Background: an optimization exercise with open tools, aiming at small area. Do not read the settings as production practice. In this exercise RTL edits were held to simulation tests only and were not proved equivalent to the original. Power figures rest on the tool's default switching activity, not on a simulated workload.

`flow/constraint.sdc`:
```
create_clock -name core_clock -period 10.0 [get_ports {clk_i}]
set_input_delay 2.0000 -clock core_clock [delete_from_list [all_inputs] [get_ports {clk_i}]]
set_output_delay 2.0000 -clock core_clock [all_outputs]
set_load 0.01 [all_outputs]
```
`flow/design.v`:
```
module i2c_transmitter #(
    parameter SCL_DIV = 60
)  (
    input clock,
    input reset,
    input frame_mode_i,
    input [1:0] frame_end_condition_i,
    input do_rd_ack_i,
    input [7:0] wr_data_i,
    input start_frame_strobe_i,
    output logic ready_o,
    output logic nak_in_o,
    output logic nak_in_valid_o,
    output logic [7:0] read_data_o,
    output logic read_data_valid_o,
    output sda_o,
    output scl_o,
    input sda_i
);
    reg sda, scl;
    assign sda_o = sda;
    assign scl_o = scl;
    logic [15:0] scl_counter;
    logic scl_freq, scl_freq_prev, scl_freq_rose, scl_freq_fell;
    always_ff @(posedge clock) begin
        scl_counter <= scl_counter + 1;
        if (scl_counter == (SCL_DIV - 1)) begin
            scl_counter <= 0;
        end
        {scl_freq_rose, scl_freq_fell} <= '0;
        if (scl_counter == 0) scl_freq_fell <= 1;
        if (scl_counter == (SCL_DIV >> 1)) scl_freq_rose <= 1;
        if (reset) scl_counter <= 0;
    end
    enum logic [2:0] {
        IDLE=0,
        PRE_START_COND=1,
        START_COND=2,
        TXRX_FRAME = 3,
        TERMINATE_REGULAR_COND = 5,
        TERMINATE_RS_COND = 6,
        TERMINATE_STOP_COND = 7
    } state;
    logic frame_mode_latch;
    logic [1:0] frame_end_condition_latch;
    logic do_rd_ack_latch;
    logic [7:0] wr_data_latch;
    logic [7:0] rd_data_latch;
    logic start_cond_needed;
    logic [3:0] bit_addr;
    always_ff @(posedge clock) begin
        nak_in_valid_o <= 0;
        read_data_valid_o <= 0;
        case (state)
            IDLE: begin
                scl <= start_cond_needed ? '1 : '0;
                ready_o <= '1;
                frame_mode_latch <= frame_mode_i;
                frame_end_condition_latch <= frame_end_condition_i;
                do_rd_ack_latch <= do_rd_ack_i;
                wr_data_latch <= wr_data_i;
                if (start_frame_strobe_i) begin
                    ready_o <= '0;
                    state <= PRE_START_COND;
                end
            end
            PRE_START_COND: begin
                if (scl_freq_fell) state <= START_COND;
            end
            START_COND: begin
                if (scl_freq_rose) begin
                    sda <= '0;
                    state <= TXRX_FRAME;
                    bit_addr <= '0;
                end
            end
            TXRX_FRAME: begin
                logic in_rx_mode;
                in_rx_mode = (frame_mode_latch == 1'b1);
                if (scl_freq_fell) begin
                    scl <= '0;
                    if (in_rx_mode && (bit_addr == 4'h9)) begin
                        read_data_o <= rd_data_latch;
                        rd_data_latch <= 'x;
                        read_data_valid_o <= '1;
                    end
                    if (bit_addr >= 4'h8) begin
                        sda <= 1'b1;
                        if (in_rx_mode && do_rd_ack_latch) sda <= 1'b0;
                    end else begin
                        if (in_rx_mode) sda <= '1;
                        else sda <= wr_data_latch[7 - bit_addr];
                    end
                end
                if (scl_freq_rose) begin
                    if (bit_addr == 4'h9) begin
                        case (frame_end_condition_latch)
                            2'b00: state <= TERMINATE_REGULAR_COND;
                            2'b01: state <= TERMINATE_RS_COND;
                            2'b10: state <= TERMINATE_STOP_COND;
                        endcase
                        bit_addr <= '0;
                    end else if (bit_addr == 4'h8) begin
                        if (!in_rx_mode) {nak_in_o, nak_in_valid_o} <= {sda_i, 1'b1};
                        scl <= '1;
                        bit_addr <= bit_addr + 1;
                    end else begin
                        scl <= '1;
                        bit_addr <= bit_addr + 1;
                        if (in_rx_mode) rd_data_latch[7 - bit_addr] <= sda_i;
                    end
                end
            end
            TERMINATE_REGULAR_COND: begin
                scl <= '0;
                sda <= '1;
                if (scl_freq_fell) begin
                    bit_addr <= bit_addr + 1;
                end
                if (scl_freq_rose) begin
                    start_cond_needed <= '0;
                    bit_addr <= 0;
                    state <= IDLE;
                end
            end
            TERMINATE_RS_COND: begin
                if (scl_freq_fell) begin
                    bit_addr <= bit_addr + 1;
                    sda <= (bit_addr >= 1) ? '1 : '0;
                    scl <= (bit_addr >= 2) ? '1 : '0;
                end
                if (scl_freq_rose) begin
                    if (bit_addr == 2) begin
                        start_cond_needed <= '1;
                        state <= IDLE;
                        ready_o <= '1;
                    end
                end
            end
            TERMINATE_STOP_COND: begin
                if (scl_freq_fell) begin
                    bit_addr <= bit_addr + 1;
                    if (bit_addr == 0) scl <= '0;
                    sda <= (bit_addr >= 2) ? '1 : '0;
                end
                if (scl_freq_rose) begin
                    scl <= '1;
                    if (bit_addr == 2) begin
                        start_cond_needed <= '1;
                        state <= IDLE;
                        ready_o <= '1;
                        sda <= '1;
                    end
                end
            end
        endcase  
        if (reset) begin
            state <= IDLE;
            sda <= '1;
            scl <= '1;
            start_cond_needed <= '1;
        end
    end
endmodule
module i2c_transmitter_controller (
    input clock,
    input reset,
    output logic [11:0] imem_addr_o,
    input [15:0] imem_data_i,
    output logic frame_mode_o,
    output logic [1:0] frame_end_condition_o,
    output logic do_rd_ack_o,
    output logic [7:0] wr_data_o,
    output logic start_frame_strobe_o,
    input i2c_transmitter_ready_i,
    input nak_in_i,
    input nak_in_valid_i,
    output logic nak_o,
    output logic nak_valid_o,
    input [7:0] transmitter_read_data_i,
    input transmitter_read_data_valid_i,
    output logic [11:0] read_tag_o,
    output logic [7:0] read_data_o,
    output logic read_data_valid_o,
    output logic [5:0] trigger_o,
    input [5:0] trigger_i
);
    logic signed [11:0] pc;
    assign imem_addr_o = pc;
    localparam logic [3:0] OPCODE_XFER = 4'b0000;
    localparam logic [3:0] OPCODE_SET_READ_TAG = 4'b0001;
    localparam logic [3:0] OPCODE_WAIT = 4'b0100;
    localparam logic [3:0] OPCODE_TRIG = 4'b0101;
    localparam logic [3:0] OPCODE_OUTPUT_TRIG = 4'b0110;
    localparam logic [3:0] OPCODE_JMP = 4'b1000;
    localparam logic [3:0] OPCODE_JMP_RELATIVE = 4'b1001;
    localparam logic [3:0] OPCODE_JMP_COND = 4'b1010;
    logic [15:0] ir;
    logic [31:0] arg;
    logic [7:0] arg_count;
    logic [23:0] cycle_count;
    logic set_read_tag;
    logic [11:0] read_tag_base;
    enum logic [3:0] {
        FETCH=0,
        DECODE=1,
        XFER_FETCH=2,
        XFER_EX=3,
        COND_BRANCH_EX=4
    } state;
    logic [5:0] trigger_signals;
    always_ff @(posedge clock) begin
        trigger_signals <= trigger_i;
        start_frame_strobe_o <= 0;
        set_read_tag <= 0;
        cycle_count <= cycle_count + 1;
        case (state)
            FETCH: begin
                ir <= imem_data_i;
                pc <= pc + 1;
                state <= DECODE;
                cycle_count <= '0;
            end
            DECODE: begin
                case (ir[12 +: 4])
                    OPCODE_XFER: begin
                        if (ir[10] == 0) frame_mode_o <= 1'b0;
                        else frame_mode_o <= 1'b1;
                        arg_count <= 0;
                        state <= XFER_FETCH;
                    end
                    OPCODE_SET_READ_TAG: begin
                        if (i2c_transmitter_ready_i) begin
                            set_read_tag <= 1;
                            read_tag_base <= ir[0 +: 12];
                            state <= FETCH;
                        end
                    end
                    OPCODE_WAIT: begin
                        if (cycle_count == 0) arg <= ir[0 +: 8] << ir [8 +: 4];
                        if ((cycle_count == arg) || (arg == 0)) state <= FETCH;
                    end
                    OPCODE_TRIG: begin
                        logic high_sig_detected;
                        logic low_sig_detected;
                        high_sig_detected = |(ir[0 +: 6] & trigger_signals);
                        low_sig_detected = |(ir[6 +: 6] & ~trigger_signals);
                        if (high_sig_detected || low_sig_detected) begin
                            state <= FETCH;
                        end
                    end
                    OPCODE_OUTPUT_TRIG: begin
                        trigger_o <= ir[0 +: 6];
                        state <= FETCH;
                    end
                    OPCODE_JMP_RELATIVE: begin
                        pc <= signed'(pc) + signed'(ir[0 +: 12]);
                        state <= FETCH;
                    end
                    OPCODE_JMP: begin
                        pc <= ir[0 +: 12];
                        state <= FETCH;
                    end
                    OPCODE_JMP_COND: begin
                        if (i2c_transmitter_ready_i) begin
                            arg <= imem_data_i;
                            pc <= pc + 1;
                            state <= COND_BRANCH_EX;
                        end
                    end
                    default: begin
                        state <= FETCH;
                    end
                endcase
            end
            XFER_FETCH: begin
                if ((arg_count[0] == 0) && (ir[10] == 0)) begin
                    arg <= imem_data_i;
                    pc <= pc + 1;
                end
                state <= XFER_EX;
            end
            XFER_EX: begin
                start_frame_strobe_o <= 0;
                if (i2c_transmitter_ready_i) begin
                    if ((arg_count + 1) == ir[0 +: 8]) begin
                        case (ir[8 +: 2])
                            2'b00: frame_end_condition_o <= 2'b00;
                            2'b01: frame_end_condition_o <= 2'b01;
                            2'b10: frame_end_condition_o <= 2'b10;
                        endcase
                        do_rd_ack_o <= ~ir[11];
                    end else begin
                        frame_end_condition_o <= 2'b00;
                        do_rd_ack_o <= 1;
                    end
                    wr_data_o <= arg_count[0] ? arg[0 +: 8] : arg[8 +: 8];
                    start_frame_strobe_o <= 1;
                    arg_count <= arg_count + 1;
                    if ((arg_count + 1) == ir[0 +: 8]) state <= FETCH;
                    else state <= XFER_FETCH;
                end
            end
            COND_BRANCH_EX: begin
                logic high_bits_ok;
                logic low_bits_ok;
                high_bits_ok = &((read_data_o & arg[0 +: 8]) | ~arg[0 +: 8]);
                low_bits_ok  = &((~read_data_o & arg[8 +: 8]) | ~arg[8 +: 8]);
                if (!(high_bits_ok && low_bits_ok)) begin
                    pc <= ir[0 +: 12];
                end else begin
                end
                state <= FETCH;
            end
        endcase
        if (reset) begin
            pc <= 0;
            state <= FETCH;
            trigger_o <= 0;
            read_tag_base <= 0;
        end
    end
    logic [11:0] read_tag;
    always_ff @(posedge clock) begin
        read_data_valid_o <= 0;
        nak_valid_o <= 0;
        if (transmitter_read_data_valid_i) begin
            read_data_o <= transmitter_read_data_i;
            read_data_valid_o <= 1;
            read_tag <= read_tag + 1;
            read_tag_o <= read_tag;
        end
        if (set_read_tag) read_tag <= read_tag_base;
        if (reset) read_tag <= 0;
        if (nak_in_valid_i) begin
            nak_o <= nak_in_i;
            nak_valid_o <= 1;
            read_tag_o <= 0;
        end
    end
endmodule  
module i2c_controller #(
    parameter SCL_DIV = 60
)  (
    input clk_i,
    input reset_i,
    output sda_o,
    output scl_o,
    input sda_i,
    output [11:0] imem_addr_o,
    input [15:0] imem_data_i,
    output logic [11:0] read_tag_o,
    output logic [7:0] read_data_o,
    output logic read_data_valid_o,
    output logic nak_o,
    output logic nak_valid_o,
    output logic [5:0] trigger_o,
    input [5:0] trigger_i
);
    wire frame_mode;
    wire [1:0] frame_end_condition;
    wire do_rd_ack;
    wire [7:0] wr_data;
    wire start_frame_strobe;
    wire i2c_transmitter_ready;
    wire nak_in;
    wire nak_in_valid;
    wire [7:0] transmitter_read_data;
    wire transmitter_read_data_valid;
    i2c_transmitter_controller controller (
        .clock(clk_i), .reset(reset_i),
        .imem_addr_o(imem_addr_o), .imem_data_i(imem_data_i),
        .frame_mode_o(frame_mode), .frame_end_condition_o(frame_end_condition),
        .do_rd_ack_o(do_rd_ack), .wr_data_o(wr_data), .start_frame_strobe_o(start_frame_strobe),
        .i2c_transmitter_ready_i(i2c_transmitter_ready),
        .nak_in_i(nak_in), .nak_in_valid_i(nak_in_valid),
        .transmitter_read_data_i(transmitter_read_data),
        .transmitter_read_data_valid_i(transmitter_read_data_valid),
        .read_tag_o(read_tag_o), .read_data_o(read_data_o), .read_data_valid_o(read_data_valid_o),
        .nak_o(nak_o), .nak_valid_o(nak_valid_o),
        .trigger_o(trigger_o), .trigger_i(trigger_i)
    );
    i2c_transmitter #(.SCL_DIV(SCL_DIV)) transmitter (
        .clock(clk_i), .reset(reset_i),
        .frame_mode_i(frame_mode), .frame_end_condition_i(frame_end_condition),
        .do_rd_ack_i(do_rd_ack), .wr_data_i(wr_data), .start_frame_strobe_i(start_frame_strobe),
        .ready_o(i2c_transmitter_ready),
        .nak_in_o(nak_in), .nak_in_valid_o(nak_in_valid),
        .read_data_o(transmitter_read_data), .read_data_valid_o(transmitter_read_data_valid),
        .sda_o(sda_o), .scl_o(scl_o), .sda_i(sda_i)
    );
endmodule
```
`flow/run.sh`:
```
#!/bin/bash
# synth_recipe.tcl (not shown) runs the flow's synth.tcl, then flattens the netlist and writes it again
# the make line also repeats each setting of config.mk as NAME=value (left out here)
make -C /OpenROAD-flow-scripts/flow DESIGN_CONFIG=/design/flow/config.mk WORK_HOME=/design/flow/orfs CLKGATE_MAP_FILE= SYNTH_SCRIPT=/design/flow/synth_recipe.tcl finish
```
`flow/config.mk`:
```
export PLATFORM = sky130hd
export DESIGN_NAME = i2c_controller
export DESIGN_NICKNAME = i2c_controller
export VERILOG_FILES = /design/flow/design.v
export SDC_FILE = /design/flow/constraint.sdc
export NUM_CORES = 4
export LEC_CHECK = 0
export CAP_MARGIN = 20
export CORE_MARGIN = 2
export CORE_UTILIZATION = 40
export PLACE_DENSITY = 0.6
export SLEW_MARGIN = 20
```
==> results.yml <==
power_and_ir_drop:
  ir_drop_mv: 0.114
  p_leak_uw: 0.00469
  p_per_area_mw_per_mm2: 167
placed_design:
  pre_cts_ws_ps: 6270
  placedCellCount: 1587
  hpwl_mm: 20.0
  portBuffers: 67
  gp_congestion: 0.884
timing:
  fin_skew_ps: 8.80
  finalSetupViolCount: 0
  final_hold_viol_count: 0
  tightest_slew_ps: 1040
  relSlewSlack_pct: 30.4
  fmax_ghz: 0.274
  drv_slew: 0
  tns_ps: 0
  min_period_ps: 3650
  grt_setup_unrepaired: "false"
  period_share_pct: 36.5
  setup_slack_ps: 6350
layout:
  multi_input_area_mm2: 0.00577
  antennaDiodeCount: 0
  syn2layout_area_growth_pct: 15.6
  n_fill_cell: 2768
  fin_nets: 1293
  final_cell_mix: "nor2_1 (153), dfxtp_1 (117), nand2_1 (112), edfxtp_1 (102), clkdlybuf4s50_1 (66)"
  final-seq-area_mm2: 0.00541
  drive_gt1_share_pct: 7.62
  final_cells: 1631
  final_common_cell: "nor2_1"
worst_setup_path:
  path_depth: 1
  ff2ff_path_depth: 11
  path_buf_inv: 1
  start_kind: "flop"
  worstPathArrival_ps: 1650
  r2r_slack_ps: 6790
  startpoint: "controller.pc[2]"
  crit_end: "imem_addr_o[2]"
  cpPeakStageDelay_ps: 610
  timing.rr.end: "transmitter.rd_data_latch[4]"
  crit_path_top_delay_cell: "clkdlybuf4s50_1"
  path_max_fanout: 8
  cp-end-kind: "output port"
  r2r-start: "transmitter.bit_addr[0]"
  worstPathRequired_ps: 8000
  worstPathCellList: "clkdlybuf4s50_1"
  crit_type: "reg2out"
  path_delay_family: "buffers and inverters"
floorplanning:
  dieWidth_um: 174
  coreArea_mm2: 0.0285
  start_util_pct: 40.4
  die-area_mm2: 0.0302
  die_y_um: 174
  num_rows: 62
  ios: 68
logic_synthesis:
  synth.cell_area_mm2: 0.0115
  async_flop_share_pct: 0
  synth_cell_types: 84
  syn_avg_cell_area_um2: 9.72
  ys_seq_area_share_pct: 46.9
  synth_edf_count: 102
  syn_nets: 1247
  yosys_warnings: 2
  synth-seq-cells: 219
  ys.flop_type: "dfxtp_1"
  syn_inst: 1185
cts:
  tritoncts: "built"
  clockRootBuffer: "clkbuf_16"
  cts_buffers: 25
  insertion_delay_ps: 520
  hold_buffers: 0
  cts_setup_buffers: 0
  cts_buffer_depth: 3
  clock_sinks: 219
  clk_pin_slew_ps: 60
  ctsResizeCount: 0
  cts_max_level: 1
drt:
  drc: 0
  wl_mm: 28.5
  vias: 8949
  dr.pass1.iters: 5
  ant_nets: 0
  first_iter_violations: 608
  avgRoutedWirePerCell_um: 17.5
  post_drt_via_cell_ratio: 5.49
global_routing:
  grt_overflow: 0
  grt_pass1_vias: 8506
  grt_use_total_pct: 18.6
  grt_pass1_wl_mm: 45.9
  antenna_found_initial: 0
  grt_max_degree: 48
worst_hold_path:
  hold_class: "reg2reg"
job:
  drv_cap: 0
run_status:
  status: "complete, no violations"
-- through the flow --
step           hold slack [ps]  util (%)  cell area, um2  total power (uW)
6_report                   416      46.7           13300              2220
3_3_place_gp               403      43.8           12500              1320
2_1_floorplan              380         -           11500              1230
5_1_grt                    421      46.7           13300              2310
4_1_cts                    418      46.6           13300              2240
3_5_place_dp               405      43.8           12500              1320
-- cell families after synthesis --
kind of cell    synth area share, %
simple gates                   19.5
flops                          46.9
compound gates                 12.3
xor+xnor                       7.19
buf+inv                        3.15
mux                            6.82
fa+ha+maj                      4.08
-- report_power, final --
part	switching, uW	internal (uW)
logic	143	128
clock network	363	548
registers	65.0	971
-- flip-flops by register name (all words and copies together) (netlist names), 12 cells and up --
signal and count:
controller.cycle_count 24, controller.arg 23, controller.ir 16, transmitter.scl_counter 16, controller.pc 12, controller.read_tag 12, controller.read_tag_base 12, controller.read_tag_o 12
-- cells in the mapped netlist, drive strengths merged (4+ instances only) --
library cell / count / share of area, %
edfxtp: 102 / 27
nand2: 113 / 3.7
nand3: 32 / 1.4
xnor2: 61 / 4.6
mux2: 24 / 2.3
buf: 19 / 0.87
and3: 13 / 0.71
mux2i: 47 / 4.1
nand3b: 6 / 0.39
clkbuf: 38 / 1.2
inv: 31 / 1.0
nand2b: 7 / 0.38
ha: 36 / 3.9
o21ai: 50 / 2.2
a21o: 4 / 0.26
or3b: 5 / 0.38
a211oi: 16 / 1.0
or3: 16 / 0.91
o31ai: 5 / 0.37
o21a: 7 / 0.46
xor2: 31 / 2.4
nor3b: 7 / 0.64
and2: 8 / 0.43
o211ai: 6 / 0.39
nor2b: 6 / 0.33
a21oi: 64 / 2.8
nor2: 154 / 5.0
dfxtp: 117 / 20
nor3: 22 / 1.0
o22ai: 7 / 0.38
a22o: 8 / 0.61
nor4: 25 / 1.4
a221oi: 7 / 0.53
a2111oi: 5 / 0.38
nand4: 27 / 1.5
and4: 5 / 0.38
-- worst reg2reg max path: cells and delay by family (launching register included) --
family / cells / cell delay [ps]
compound gates: 1 / 370
fa+ha+maj: 2 / 610
buf+inv: 1 / 70
flops: 1 / 530
mux: 1 / 340
simple gates: 6 / 1030
-- layout make-up --
| class | count | share of cell area [%] |
|---|---|---|
| Sequential cell | 219 | 40.6 |
| Clock buffer | 31 | 5.02 |
| Multi-Input combinational cell | 877 | 43.3 |
| Timing Repair Buffer | 76 | 5.50 |
| Tap cell | 384 | 3.61 |
| Inverter | 32 | 0.902 |
| Clock inverter | 12 | 1.06 |
-- worst min path at each step --
| stage | startpoint | end | slack [ps] | cells past startpoint |
|---|---|---|---|---|
| after detailed placement | transmitter.read_data_o[6] | controller.read_data_o[6] | 400 | 0 |
| after floorplan | transmitter.nak_in_valid_o | controller.nak_valid_o | 380 | 0 |
| final | controller.do_rd_ack_o | transmitter.do_rd_ack_latch | 420 | 0 |
| after global routing | controller.frame_end_condition_o[0] | transmitter.frame_end_condition_latch[0] | 420 | 0 |
| after global placement | controller.wr_data_o[6] | transmitter.wr_data_latch[6] | 400 | 0 |
| after CTS | controller.frame_end_condition_o[0] | transmitter.frame_end_condition_latch[0] | 420 | 0 |
-- per-layer routing --
metal | track usage, % | vias up | wire length [um]
met5 | 0 | - | 0
met1 | 26.3 | 4291 | 13400
met2 | 30.2 | 213 | 13000
li1 | - | 4392 | -
met3 | 2.59 | 53 | 1420
met4 | 4.87 | 0 | 620

-- afterwards: timing with drivers on the ports --
The flow's constraints put no driver on any port. The routed layout listed below was extracted and timed again, unchanged, in two steps.
Step 1, drivers: a clkbuf_16 drives clk_i and a buf_2 each remaining input, both assumed.
Step 2 moves the port delays by t, midway between the first and last clock arrival at a register: inputs arrive t later, outputs are due t later. That takes back most of the time a late clock gives input paths.
Three values: ideal ports, drivers, drivers and shift; two values: the first two.
t (ns): 0.570
slack for setup (ns): 6.349 / 6.297 / 6.279
worst setup path after step 2: input to register
pins driven straight from the clock port: 1
After both steps this run still meets setup and hold. For this run, drivers alone change the setup slack by -0.052 ns; drivers and shift together by -0.070 ns.
